This design comes from an exercise in tuning for small area and a short achievable clock period on the open sky130 flow, not from production work.
Where RTL was checked, it was by simulation tests only, not by an equivalence proof against the original.
Power and IR drop assume default switching activity.

==> flow/design.v (excerpt) <==
module top(clk,reset,a1,a2,a3,b1,b2,b3,c1,c2,c3,c4,c5,c6,c7,c8,c9);
Size: roughly 250 flip-flops, roughly 200 I/O pins, ~25,000 sq um of cells after synthesis.
clock: 6.0 ns
lec_check: 0
cap_margin: 20
core_margin: 2
core_utilization: 40
setup_slack_margin: 1.85
slew_margin: 20
synth_hierarchical: 1
standard.sh (not shown) runs the stock make flow with config.mk's settings and CLKGATE_MAP_FILE= SYNTH_SCRIPT=/design/flow/synth_recipe.tcl, a recipe that flattens the netlist after the stock synthesis.
==> flow/flow/run.sh <==
#!/bin/bash
# Standard ORFS layout with buf_1 port buffers (input ones then upsized) and
# no CTS dummy loads.
set -euo pipefail
export BUFFER_PORTS_ARGS="-buffer_cell sky130_fd_sc_hd__buf_1"
export POST_GLOBAL_PLACE_TCL="$(pwd)/flow/post_gpl.tcl"
export CTS_ARGS="-sink_clustering_enable -repair_clock_nets -dont_use_dummy_load -buf_list sky130_fd_sc_hd__clkbuf_8"
export SETUP_MOVE_SEQUENCE="sizeup,swap"
bash standard.sh > standard_flow.log 2>&1
==> flow/flow/post_gpl.tcl <==
# Port buffers are inserted as buf_1; the input ones each drive a PE's partial
# products, so they get a stronger buffer, and so do the inverters they drive.
foreach inst [get_cells input*] {
  replace_cell $inst sky130_fd_sc_hd__buf_4
  foreach pin [get_pins -of_objects [get_nets -of_objects [get_pins [get_full_name $inst]/X]] -filter "direction == input"] {
    set c [get_cells -of_objects $pin]
    if {[get_property $c ref_name] == "sky130_fd_sc_hd__inv_1"} {
      replace_cell $c sky130_fd_sc_hd__inv_4
    }
  }
}
Rerun with:
--- a/flow/design.v
+++ b/flow/design.v
@@ -417,75 +417,75 @@
   wire pp6_7 = ~an[6] & ~bn[7];
   wire pp7_0 = ~an[7] & ~bn[0];
   wire pp7_1 = ~an[7] & ~bn[1];
   wire pp7_2 = ~an[7] & ~bn[2];
   wire pp7_3 = ~an[7] & ~bn[3];
   wire pp7_4 = ~an[7] & ~bn[4];
   wire pp7_5 = ~an[7] & ~bn[5];
   wire pp7_6 = ~an[7] & ~bn[6];
   wire pp7_7 = ~an[7] & ~bn[7];
   wire s1, c1;
   ha us1 (acc[5], pp0_5, s1, c1);
   wire s2, c2;
-  fa us2 (acc[6], pp0_6, pp1_5, s2, c2);
+  fax us2 (acc[6], pp0_6, pp1_5, s2, c2);
   wire s3, c3;
   hax us3 (pp2_4, pp3_3, s3, c3);
   wire s4, c4;
-  fa us4 (acc[7], pp0_7, pp1_6, s4, c4);
+  fax us4 (acc[7], pp0_7, pp1_6, s4, c4);
   wire s5, c5;
-  fa us5 (pp2_5, pp3_4, pp4_3, s5, c5);
+  fax us5 (pp2_5, pp3_4, pp4_3, s5, c5);
   wire s6, c6;
-  hax us6 (pp5_2, pp6_1, s6, c6);
+  ha us6 (pp5_2, pp6_1, s6, c6);
   wire s7, c7;
-  fa us7 (acc[8], pp1_7, pp2_6, s7, c7);
+  fax us7 (acc[8], pp1_7, pp2_6, s7, c7);
   wire s8, c8;
-  fa us8 (pp3_5, pp4_4, pp5_3, s8, c8);
+  fax us8 (pp3_5, pp4_4, pp5_3, s8, c8);
   wire s9, c9;
-  ha us9 (pp6_2, pp7_1, s9, c9);
+  hax us9 (pp6_2, pp7_1, s9, c9);
   wire s10, c10;
-  fa us10 (acc[9], pp2_7, pp3_6, s10, c10);
+  fax us10 (acc[9], pp2_7, pp3_6, s10, c10);
   wire s11, c11;
-  fa us11 (pp4_5, pp5_4, pp6_3, s11, c11);
+  fax us11 (pp4_5, pp5_4, pp6_3, s11, c11);
   wire s12, c12;
   fa us12 (acc[10], pp3_7, pp4_6, s12, c12);
   wire s13, c13;
   ha us13 (acc[3], pp0_3, s13, c13);
   wire s14, c14;
   fa us14 (acc[4], pp0_4, pp1_3, s14, c14);
   wire s15, c15;
   ha us15 (pp2_2, pp3_1, s15, c15);
   wire s16, c16;
   fa us16 (pp1_4, pp2_3, pp3_2, s16, c16);
   wire s17, c17;
-  fa us17 (pp4_1, pp5_0, s1, s17, c17);
+  fax us17 (pp4_1, pp5_0, s1, s17, c17);
   wire s18, c18;
   fa us18 (pp4_2, pp5_1, pp6_0, s18, c18);
   wire s19, c19;
   fax us19 (c1, s3, s2, s19, c19);
   wire s20, c20;
-  fa us20 (pp7_0, c3, s6, s20, c20);
+  fax us20 (pp7_0, c3, s6, s20, c20);
   wire s21, c21;
   fa us21 (c2, s4, s5, s21, c21);
   wire s22, c22;
   fax us22 (c6, s9, c4, s22, c22);
   wire s23, c23;
   fa us23 (c5, s7, s8, s23, c23);
   wire s24, c24;
   fax us24 (pp7_2, c9, c7, s24, c24);
   wire s25, c25;
   fa us25 (c8, s10, s11, s25, c25);
   wire s26, c26;
   fa us26 (pp5_5, pp6_4, pp7_3, s26, c26);
   wire s27, c27;
-  fa us27 (c10, c11, s12, s27, c27);
+  fax us27 (c10, c11, s12, s27, c27);
   wire s28, c28;
   fa us28 (acc[11], pp4_7, pp5_6, s28, c28);
   wire s29, c29;
   fax us29 (pp6_5, pp7_4, c12, s29, c29);
   wire s30, c30;
   fa us30 (acc[12], pp5_7, pp6_6, s30, c30);
   wire s31, c31;
   ha us31 (acc[2], pp0_2, s31, c31);
   wire s32, c32;
   fa us32 (pp1_2, pp2_1, pp3_0, s32, c32);
   wire s33, c33;
   fa us33 (pp4_0, c13, s15, s33, c33);
@@ -493,25 +493,25 @@
   fa us34 (c15, c14, s16, s34, c34);
   wire s35, c35;
   fa us35 (c16, c17, s18, s35, c35);
   wire s36, c36;
   fa us36 (c18, s20, c19, s36, c36);
   wire s37, c37;
   fax us37 (c20, s22, c21, s37, c37);
   wire s38, c38;
   fax us38 (s24, c22, c23, s38, c38);
   wire s39, c39;
   fax us39 (s26, c24, s27, s39, c39);
   wire s40, c40;
-  fa us40 (c26, s28, s29, s40, c40);
+  fax us40 (c26, s28, s29, s40, c40);
   wire s41, c41;
   fa us41 (pp7_5, c28, s30, s41, c41);
   wire s42, c42;
   fa us42 (acc[13], pp6_7, pp7_6, s42, c42);
   wire s43, c43;
   ha us43 (acc[1], pp0_1, s43, c43);
   wire s44, c44;
   fa us44 (pp1_1, pp2_0, s31, s44, c44);
   wire s45, c45;
   fa us45 (c31, s13, s32, s45, c45);
   wire s46, c46;
   fa us46 (c32, s14, s33, s46, c46);
What happened: Routed wire length is higher slightly; fmax is lower by a few percent; worst setup slack is worse by 0.11 ns; non-clock buffer count is unchanged; first-iteration DRC count is higher by about a fifth; combinational power hardly moves; via count is higher by a few percent; clock-buffer cell count does not change; register-to-register slack is about the same.
For the second run of this note, only the layout was checked, not whether the RTL still works.

[separate check: timing with driven ports]
How much do the figures lean on ideal ports? The routed layouts below were timed once more, with nothing changed but the port constraints. Step 1 (the two cells are an assumption about what drives the block):
set clk [get_ports {clk}]
set_driving_cell -lib_cell sky130_fd_sc_hd__clkbuf_16 $clk
set_driving_cell -lib_cell sky130_fd_sc_hd__buf_2 [delete_from_list [all_inputs] $clk]
Step 2 adds t to the input delays and takes it off the output delays; t is the mean of the earliest and latest rising clock arrival at the registers after step 1. Input paths then give back, and output paths get back, about the clock's delay inside the block. Slacks: no drivers / after step 1 / after step 2; pairs: no drivers / after step 1.
run	t, ns	setup WS [ns]	pins driven straight from the clock port
the first run	0.682	2.004 / 2.034 / 1.352	1
the second run	0.673	1.891 / 1.910 / 1.236	1
After both steps setup and hold are still met in every run listed. The setup slack of the second run, which loses most, moves by +0.019 ns with the drivers and by -0.655 ns with both steps.
